Background: an optimization exercise with open tools, aiming at small area, a short achievable clock period and few clock cycles per item. Do not read the settings as production practice.
In this exercise RTL edits were held to simulation tests only and were not proved equivalent to the original.
The flow treats the clock pin as an ideal source, which a real chip does not have.
Power is estimated from default activity; no workload was simulated.

== job 101 ==
// dma_controller
module dma_controller(
    input wire clk,
    input wire reset,
    input wire trigger,
    input wire [4:0] length,
    input wire [31:0] source_address,
    input wire [31:0] destination_add,
    input wire ARREADY,
    input wire [31:0] RDATA,
    input wire RVALID,
    input wire AWREADY,
    input wire WREADY,
    input wire BVALID,
    output reg done,
    output wire [31:0] ARADDR,
    output wire ARVALID,
    output wire RREADY,
    output wire [31:0] AWADDR,
    output wire AWVALID,
    output wire [31:0] WDATA,
    output wire WVALID,
    output wire BREADY
);
    wire [2:0] words = length[4:2];
    addr_stream ar (.clk(clk), .reset(reset), .trigger(trigger), .words(words),
                    .base(source_address), .ready(ARREADY),
                    .valid(ARVALID), .addr(ARADDR));
    addr_stream aw (.clk(clk), .reset(reset), .trigger(trigger), .words(words),
                    .base(destination_add), .ready(AWREADY),
                    .valid(AWVALID), .addr(AWADDR));
    reg [2:0] b_left;
    wire busy = |b_left;
    assign WDATA = RDATA;
    assign WVALID = RVALID & busy;
    assign RREADY = WREADY & busy;
    assign BREADY = BVALID;
    always @(posedge clk or posedge reset) begin
        if (reset) begin
            b_left <= 3'd0;
            done <= 1'b0;
        end else if (trigger) begin
            b_left <= words;
            done <= 1'b0;
        end else if (busy && BVALID) begin
            b_left <= b_left - 3'd1;
  ...
export LEC_CHECK = 0
export CAP_MARGIN = 20
export CORE_MARGIN = 2
export CORE_UTILIZATION = 40
export SETUP_SLACK_MARGIN = 1.8
export SLEW_MARGIN = 20
create_clock -name core_clock -period 4.0 [get_ports {clk}]
standard.sh (not shown) runs the stock make flow with config.mk's settings and CLKGATE_MAP_FILE= SYNTH_SCRIPT=/design/flow/synth_recipe.tcl, a recipe that flattens the netlist after the stock synthesis.
==> flow/flow/run.sh <==
#!/bin/bash
# Standard layout, with the smallest buffer on the ports (the flow upsizes
# them where timing needs it), the buffers that synthesis inserted removed
# before placement, and no dummy load in the clock tree.
set -euo pipefail
export BUFFER_PORTS_ARGS="-buffer_cell sky130_fd_sc_hd__buf_1"
export REMOVE_ABC_BUFFERS=1
export CTS_ARGS="-sink_clustering_enable -repair_clock_nets -dont_use_dummy_load"
bash standard.sh > standard.log 2>&1
Testbench counts of job 101, summed over its fixed seeds: cycles 5,957, words 1,889.
Changes in job 102 relative to job 101:
Settings: SETUP_SLACK_MARGIN now 1.7, was 1.8.
==> flow/flow/run.sh <==
#!/bin/bash
# Standard layout, with the smallest buffer on the ports (the flow upsizes
# them where timing needs it) and a small clock tree for the few registers.
set -euo pipefail
export BUFFER_PORTS_ARGS="-buffer_cell sky130_fd_sc_hd__buf_1"
export CTS_ARGS="-repair_clock_nets -dont_use_dummy_load -buf_list sky130_fd_sc_hd__clkbuf_8 -root_buf sky130_fd_sc_hd__clkbuf_8"
bash standard.sh > standard.log 2>&1
--- outcome ---
Job 102 closes out successfully: all stages finished, all timing, DRC and antenna checks passed.
Changes observed in job 102 relative to job 101: switching power total decreased about 6%; measured slew at the worst slew-check pin decreased 0.024 ns; clock transition time at the flip-flop clock pins of the worst setup and hold paths essentially unchanged; combinational fraction of design power decreased 2.8 points; total power consumption of the routed design decreased 7.0%.
[job 102] cell-internal power fell 0.060 mW relative to job 101
The sequential share of cell area of job 102 is higher than that of job 101.
Clock power grows by a few percent when moving from job 101 to job 102.
Setup changes, job 102 to job 103
Settings: swapping 1.7 for 1.6 in SETUP_SLACK_MARGIN.
==> flow/flow/run.sh <==
#!/bin/bash
# Standard layout, with the smallest buffer on the ports (the flow upsizes
# them where timing needs it), the buffers that synthesis inserted removed
# before placement, and no dummy load in the clock tree.
set -euo pipefail
export BUFFER_PORTS_ARGS="-buffer_cell sky130_fd_sc_hd__buf_1"
export REMOVE_ABC_BUFFERS=1
export CTS_ARGS="-sink_clustering_enable -repair_clock_nets -dont_use_dummy_load"
bash standard.sh > standard.log 2>&1
--- outcome ---
- Job 103 | status: complete | timing, DRC, antenna: pass
- Relative to job 102, the met3 capacity usage during global routing of job 103 is higher by 11 points.
- As far as clock-cell share of area is concerned, job 102 and job 103 perform about the same.
- Taking job 102 as the reference, in job 103 transition at the pin with the smallest max-transition slack higher; wire length on met2 lower.
- Minimum clock period: job 103 > job 102
- Job 102 has lower global-route usage than job 103.
For job 104, these inputs were changed with respect to job 103:
Settings: ABC_CLOCK_PERIOD_IN_PS: unset -> 1800; SETUP_SLACK_MARGIN: 1.6 -> 1.7.
==> flow/flow/run.sh <==
#!/bin/bash
# Standard layout, with the smallest buffer on the ports (the flow upsizes
# them where timing needs it) and a small clock tree for the few registers.
set -euo pipefail
export BUFFER_PORTS_ARGS="-buffer_cell sky130_fd_sc_hd__buf_1"
export CTS_ARGS="-sink_clustering_enable -repair_clock_nets -dont_use_dummy_load"
bash standard.sh > standard.log 2>&1
- Job 104 went all the way through the flow, and no timing, DRC or antenna check failed.
- Routed via count in job 104 vs job 103: down 70
- In job 104, signal arrival time at the worst endpoint is lower than in job 103.
- Job 104 leaves more setup margin than job 103.
- Job 104 against job 103: sequential fraction of total cell area lost 0.71 points; worst slew margin relative to its limit has increased; routed metal-1 wire length saw a decrease; clock network power share climbed 0.2 points.
- Going from job 103 to job 104, the overall power consumption was found to have gone up by 0.026 mW.
- Changes observed in job 104 relative to job 103: share of total power in combinational logic saw an increase, internal portion of total power saw an increase, routed wire length dropped about 17%.

========
dma_controller again, from the RTL that the note above started with.
clock: 4.0 ns
lec_check: 0
cap_margin: 20
core_margin: 2
core_utilization: 40
setup_slack_margin: 1.7
slew_margin: 20
==> flow/flow/run.sh <==
#!/bin/bash
# Standard layout, with the smallest buffer on the ports (the flow upsizes
# them where timing needs it), gates sized down after floorplanning
# (flow/downsize.tcl) and no dummy load in the clock tree.
set -euo pipefail
here=$(cd "$(dirname "$0")" && pwd)
export BUFFER_PORTS_ARGS="-buffer_cell sky130_fd_sc_hd__buf_1"
export CTS_ARGS="-sink_clustering_enable -repair_clock_nets -dont_use_dummy_load"
export REMOVE_ABC_BUFFERS=1
bash standard.sh > standard.log 2>&1
Testbench counts at the start, summed over its fixed seeds: cycles 5,957, words 1,889.
Edit:
==> flow/flow/run.sh (replaced) <==
#!/bin/bash
# Standard layout, but with the smallest buffer on the ports (the flow upsizes
# them where timing needs it).
set -euo pipefail
export BUFFER_PORTS_ARGS="-buffer_cell sky130_fd_sc_hd__buf_1"
bash standard.sh > standard.log 2>&1
- CTS_BUF_LIST: default -> sky130_fd_sc_hd__clkbuf_8
The new run went through all stages and came out clean.
Global-route usage went down by 3.6 points.
Count of clock-buffer cells in the layout stays the same.
Non-clock buffer count came out higher by 2.
Synthesized area does not change.
Worst setup slack is better by 15 ps.
Sequential power is about the same.
Edit:
==> flow/flow/run.sh (replaced) <==
#!/bin/bash
# Standard layout, with its own ABC mapping script for synthesis
# (flow/abc.script), the smallest buffer on the ports (the flow upsizes them
# where timing needs it), the buffers that synthesis inserted removed before
# placement, and no dummy load in the clock tree.
set -euo pipefail
here=$(cd "$(dirname "$0")" && pwd)
cp -r "$FLOW_HOME/scripts" scripts_abc
cp "$here/abc.script" scripts_abc/abc_speed.script
SCRIPTS_DIR="$PWD/scripts_abc" bash standard.sh synth > standard_synth.log 2>&1
export BUFFER_PORTS_ARGS="-buffer_cell sky130_fd_sc_hd__buf_1"
export REMOVE_ABC_BUFFERS=1
export CTS_ARGS="-sink_clustering_enable -repair_clock_nets -dont_use_dummy_load"
bash standard.sh > standard.log 2>&1
==> flow/flow/abc.script (new file) <==
&get -n
&st
&dch
&nf
&st
&syn2
&if -g -K 6
&synch2
&nf
&st
&syn2
&if -g -K 6
&synch2
&nf
&st
&syn2
&if -g -K 6
&synch2
&nf
&st
&syn2
&if -g -K 6
&synch2
&nf
&st
&syn2
&if -g -K 6
&synch2
&nf
&put
- CTS_BUF_LIST: sky130_fd_sc_hd__clkbuf_8 -> default
Outcome: Global-route usage rose by 5.0 points. Setup slack gets worse by 36 ps. Synthesized cell count goes down slightly. Wire length rose by a quarter to a third.
Edit:
==> flow/flow/run.sh (replaced) <==
#!/bin/bash
# Standard layout, with the smallest buffer on the ports (the flow upsizes
# them where timing needs it), gates sized down after floorplanning
# (flow/downsize.tcl) and no dummy load in the clock tree.
set -euo pipefail
here=$(cd "$(dirname "$0")" && pwd)
export BUFFER_PORTS_ARGS="-buffer_cell sky130_fd_sc_hd__buf_1"
export CTS_ARGS="-sink_clustering_enable -repair_clock_nets -dont_use_dummy_load"
export POST_FLOORPLAN_TCL="$here/downsize.tcl"
bash standard.sh > standard.log 2>&1
==> flow/flow/downsize.tcl (new file) <==
# Sourced after floorplanning: put every combinational gate that synthesis
# sized up back to its smallest drive strength; the timing repair after
# placement and clock tree synthesis sizes up again only where timing needs it.
set n 0
foreach inst [get_cells *] {
  set cell [get_property $inst ref_name]
  if {![regexp {^(sky130_fd_sc_hd__[a-z0-9]+)_([0-9]+)$} $cell -> base size]} { continue }
  if {$size <= 1} { continue }
  if {[regexp {df|dl|sdf|edf|conb|tap|fill|decap|clkbuf|clkinv|buf|inv} $base]} { continue }
  foreach s {1 0} {
    set small [get_lib_cells -quiet */${base}_$s]
    if {$small ne ""} {
      replace_cell $inst [lindex $small 0]
      incr n
      break
    }
  }
}
puts "downsized $n gates"
removed: flow/flow/abc.script
Outcome: Hold slack improves by 58 ps; routed wire length came out lower by about a fifth; utilization is lower by 1.1 points; flip-flop and latch count stays the same; global-route usage falls by 3.5 points; cell count decreases slightly; power drops slightly; sequential power came out lower slightly; fmax came out higher slightly; first-iteration DRC count drops by a quarter to a third; sequential share of layout area rises by 0.33 points.
Edit:
==> flow/flow/run.sh (replaced) <==
#!/bin/bash
# Standard layout, with the smallest buffer on the ports (the flow upsizes
# them where timing needs it) and a small clock tree for the few registers.
set -euo pipefail
export BUFFER_PORTS_ARGS="-buffer_cell sky130_fd_sc_hd__buf_1"
export CTS_ARGS="-sink_clustering_enable -repair_clock_nets -dont_use_dummy_load"
bash standard.sh > standard.log 2>&1
removed: flow/flow/downsize.tcl
After rerunning: Clock skew climbs by 4.6 ps; critical path depth does not change; final area rose by 0.64%; via count increases by 2.9%; hold slack loses 11 ps; cell count is higher by 0.44%.

========
dma_controller again, from the RTL that the note above started with.
==> flow/config.mk <==
export PLATFORM = sky130hd
export DESIGN_NAME = dma_controller
export DESIGN_NICKNAME = dma_controller
export VERILOG_FILES = /design/flow/design.v
export SDC_FILE = /design/flow/constraint.sdc
export NUM_CORES = 4
export LEC_CHECK = 0
export ABC_AREA = 1
export CAP_MARGIN = 20
export CORE_MARGIN = 2
export CORE_UTILIZATION = 40
export SETUP_SLACK_MARGIN = 1.7
export SLEW_MARGIN = 20
==> flow/constraint.sdc <==
create_clock -name core_clock -period 4.0 [get_ports {clk}]
set_input_delay 0.8000 -clock core_clock [delete_from_list [all_inputs] [get_ports {clk}]]
set_output_delay 0.8000 -clock core_clock [all_outputs]
set_load 0.01 [all_outputs]
==> flow/flow/run.sh <==
#!/bin/bash
# Standard layout, but with the smallest buffer on the ports (the flow upsizes
# them where timing needs it).
set -euo pipefail
export BUFFER_PORTS_ARGS="-buffer_cell sky130_fd_sc_hd__buf_1"
bash standard.sh > standard.log 2>&1
Testbench counts at the start, summed over its fixed seeds: cycles 5,957, words 1,889.
Rerun with:
ABC_AREA = default   (was 1)
CTS_BUF_LIST = sky130_fd_sc_hd__clkbuf_4 sky130_fd_sc_hd__clkbuf_8   (was default)
=>
- non-clock buffer count goes up by 2
- first-iteration DRC count goes up by a little under a tenth
- clock power goes up by roughly a tenth
- setup slack improves by 0.037 ns
Rerun with:
==> flow/flow/run.sh (replaced) <==
#!/bin/bash
# Standard layout, with the smallest buffer on the ports (the flow upsizes
# them where timing needs it) and a clock tree of one buffer for the few
# registers (flow/one_clock_buffer.tcl).
set -euo pipefail
here=$(cd "$(dirname "$0")" && pwd)
export BUFFER_PORTS_ARGS="-buffer_cell sky130_fd_sc_hd__buf_1"
export PRE_CTS_TCL="$here/one_clock_buffer.tcl"
bash standard.sh > standard.log 2>&1
==> flow/flow/one_clock_buffer.tcl (new file) <==
# Sourced before clock tree synthesis. The design has only a few registers, so
# the clock tree is a single buffer between the clock port and all of them.
rename clock_tree_synthesis __unused_clock_tree_synthesis
proc clock_tree_synthesis {args} {
  set block [ord::get_db_block]
  set xs 0
  set ys 0
  set n 0
  foreach iterm [[$block findNet clk] getITerms] {
    set box [[$iterm getInst] getBBox]
    incr xs [expr {([$box xMin] + [$box xMax]) / 2}]
    incr ys [expr {([$box yMin] + [$box yMax]) / 2}]
    incr n
  }
  set dbu [$block getDbUnitsPerMicron]
  set x [expr {double($xs) / $n / $dbu}]
  set y [expr {double($ys) / $n / $dbu}]
  insert_buffer -buffer_cell sky130_fd_sc_hd__clkbuf_8 -net clk \
    -location [list $x $y] -buffer_name clkbuf_0_clk -net_name clknet_0_clk
  foreach name {clk clknet_0_clk} {
    [$block findNet $name] setSigType CLOCK
  }
  puts "clock tree: one sky130_fd_sc_hd__clkbuf_8 at ($x, $y) driving $n clock pins"
}
CTS_BUF_LIST = default   (was sky130_fd_sc_hd__clkbuf_4 sky130_fd_sc_hd__clkbuf_8)
Outcome:
- The changed run did not get past clock tree synthesis
- synthesized area does not change
- synthesized cell count is unchanged
Rerun with:
==> flow/flow/run.sh (replaced) <==
#!/bin/bash
# Standard layout, with the smallest buffer on the ports (the flow upsizes
# them where timing needs it) and a small clock tree for the few registers.
set -euo pipefail
export BUFFER_PORTS_ARGS="-buffer_cell sky130_fd_sc_hd__buf_1"
export CTS_ARGS="-repair_clock_nets -dont_use_dummy_load -buf_list sky130_fd_sc_hd__clkbuf_8 -root_buf sky130_fd_sc_hd__clkbuf_8 -sink_clustering_enable -sink_clustering_size 30 -sink_clustering_max_diameter 100"
bash standard.sh > standard.log 2>&1
removed: flow/flow/one_clock_buffer.tcl
- This time the run produced a clean layout
- area after synthesis stays the same
- synthesized cell count does not change
Rerun with:
==> flow/flow/run.sh (replaced) <==
#!/bin/bash
# Standard layout, with its own ABC mapping script for synthesis
# (flow/abc.script), the smallest buffer on the ports (the flow upsizes them
# where timing needs it), the buffers that synthesis inserted removed before
# placement, and no dummy load in the clock tree.
set -euo pipefail
here=$(cd "$(dirname "$0")" && pwd)
cp -r "$FLOW_HOME/scripts" scripts_abc
cp "$here/abc.script" scripts_abc/abc_speed.script
SCRIPTS_DIR="$PWD/scripts_abc" bash standard.sh synth > standard_synth.log 2>&1
export BUFFER_PORTS_ARGS="-buffer_cell sky130_fd_sc_hd__buf_1"
export REMOVE_ABC_BUFFERS=1
export CTS_ARGS="-sink_clustering_enable -repair_clock_nets -dont_use_dummy_load"
bash standard.sh > standard.log 2>&1
==> flow/flow/abc.script (new file) <==
strash
dch
map -B 0.9
topo
stime -c
The changed run ran to the end with no violations.
Non-clock buffer count decreases by 2.
Wire length increases by about a fifth.
Power decreases by roughly a tenth.
First-iteration DRC count increases to 2.8 times its value.
Combinational power decreases by about a fifth.
Clock skew hardly moves.
Utilization increases by 0.70 points.
Synthesized area increases slightly.

========
## north
Starting RTL as in the previous note.
clock: 4.0 ns
lec_check: 0
cap_margin: 0
core_margin: 2
core_utilization: 40
setup_slack_margin: 1.7
slew_margin: 0
==> flow/flow/run.sh <==
#!/bin/bash
# Standard layout, but with the smallest buffer on the ports (the flow upsizes
# them where timing needs it).
set -euo pipefail
export BUFFER_PORTS_ARGS="-buffer_cell sky130_fd_sc_hd__buf_1"
bash standard.sh > standard.log 2>&1
Both conditions hold for north: the flow ran to the end and the final layout passed the timing, design-rule and antenna checks.
Testbench counts of north, summed over its fixed seeds: cycles 5,957, words 1,889.
--- input diff north..south ---
- SETUP_SLACK_MARGIN changed from 1.7 to 1.8
- SLEW_MARGIN changed from 0 to 20
- CAP_MARGIN changed from 0 to 20
--- outcome ---
Of south and north, south shows the higher final cell count, with north below it. The higher met2 track demand over resource of south and north is in south. Relative to north, the total power measured on south has increased by a few percent. Against north, south comes in 14 ps higher on final critical-path setup slack. Per-instance average area after synthesis: north vs south identical.
Input-level comparison between east and south:
- SETUP_SLACK_MARGIN changed from 1.8 to 1.7
- ABC_CLOCK_PERIOD_IN_PS newly set to 1000
==> flow/flow/run.sh <==
#!/bin/bash
# Standard layout, with the smallest buffer on the ports (the flow upsizes
# them where timing needs it) and a small clock tree for the few registers.
set -euo pipefail
export BUFFER_PORTS_ARGS="-buffer_cell sky130_fd_sc_hd__buf_1"
export CTS_ARGS="-sink_clustering_enable -repair_clock_nets -dont_use_dummy_load"
bash standard.sh > standard.log 2>&1
Notes after the runs:
Going from south to east, the utilization was found to have gone down by 8.8 points. Min final area across south and east: east. Per the comparison of east with south, shortest clock period the worst path allows after layout went up by 14 ps; fraction of the cycle the final worst path needs went up by 0.35 points. Taking south as the reference, in east wire length down 6.2%; register-to-register slack went down by 30 ps.
Setup changes, east to west
- SETUP_SLACK_MARGIN changed from 1.7 to 1.6
- ABC_CLOCK_PERIOD_IN_PS removed (was 1000)
==> flow/flow/run.sh <==
#!/bin/bash
# Standard layout, but with the smallest buffer on the ports (the flow upsizes
# them where timing needs it).
set -euo pipefail
export BUFFER_PORTS_ARGS="-buffer_cell sky130_fd_sc_hd__buf_1"
bash standard.sh > standard.log 2>&1
Results
- Sort east and west by number of nets in the layout, descending, and east comes first.
- Post-route minimum period: west vs east up 98 ps
- Area after detailed placement is higher on east
- Fmax went down by a few percent going from east to west.

separate check: timing with driven ports:
In the flow no input, the clock included, has a driving cell. The finished layouts below were timed again as built, in two steps.
Step 1, drivers: a clkbuf_16 drives clk and a buf_2 each remaining input, both assumed.
Step 2 also shifts input and output timing later by t, the mid clock arrival at the registers, as if the neighbouring blocks saw the same clock.
Three values: ideal ports, drivers, drivers and shift; two values: the first two.
| run | shift t [ns] | setup slack, ns | hold slack, ns | clock arrival spread, ns |
|---|---|---|---|---|
| job 101 | 0.293 | 1.796 / 1.736 / 1.570 | 0.424 / 0.416 / 0.530 | 0.008 / 0.008 |
| job 102 | 0.293 | 1.762 / 1.724 / 1.500 | 0.407 / 0.399 / 0.546 | 0.015 / 0.015 |
| job 103 | 0.292 | 1.694 / 1.657 / 1.450 | 0.421 / 0.414 / 0.534 | 0.008 / 0.008 |
| job 104 | 0.293 | 1.762 / 1.724 / 1.500 | 0.407 / 0.399 / 0.546 | 0.015 / 0.015 |
| the first run of note 2 | 0.292 | 1.747 / 1.716 / 1.477 | 0.421 / 0.414 / 0.530 | 0.008 / 0.008 |
| the second run of note 2 | 0.295 | 1.762 / 1.724 / 1.498 | 0.412 / 0.403 / 0.549 | 0.005 / 0.005 |
| the third run of note 2 | 0.291 | 1.727 / 1.714 / 1.438 | 0.360 / 0.370 / 0.522 | 0.014 / 0.014 |
| the fourth run of note 2 | 0.290 | 1.740 / 1.705 / 1.510 | 0.418 / 0.412 / 0.537 | 0.011 / 0.010 |
| the fifth run of note 2 | 0.293 | 1.762 / 1.724 / 1.500 | 0.407 / 0.399 / 0.546 | 0.015 / 0.015 |
| the first run of note 3 | 0.298 | 1.725 / 1.701 / 1.674 | 0.392 / 0.397 / 0.564 | 0.004 / 0.004 |
| the second run of note 3 | 0.295 | 1.762 / 1.724 / 1.498 | 0.412 / 0.403 / 0.549 | 0.005 / 0.005 |
| the fourth run of note 3 | 0.293 | 1.762 / 1.724 / 1.500 | 0.407 / 0.399 / 0.546 | 0.015 / 0.015 |
| the fifth run of note 3 | 0.291 | 1.711 / 1.677 / 1.677 | 0.366 / 0.365 / 0.561 | 0.015 / 0.015 |
| north | 0.300 | 1.762 / 1.724 / 1.492 | 0.407 / 0.398 / 0.550 | 0.004 / 0.004 |
| south | 0.288 | 1.776 / 1.735 / 1.568 | 0.408 / 0.402 / 0.532 | 0.007 / 0.007 |
| east | 0.293 | 1.762 / 1.724 / 1.500 | 0.407 / 0.399 / 0.546 | 0.015 / 0.015 |
| west | 0.292 | 1.664 / 1.640 / 1.440 | 0.404 / 0.396 / 0.527 | 0.002 / 0.002 |
After both steps every run listed still meets setup and hold. The setup slack of the third run of note 2, which loses most, moves by -0.013 ns with the drivers and by -0.289 ns with both steps.
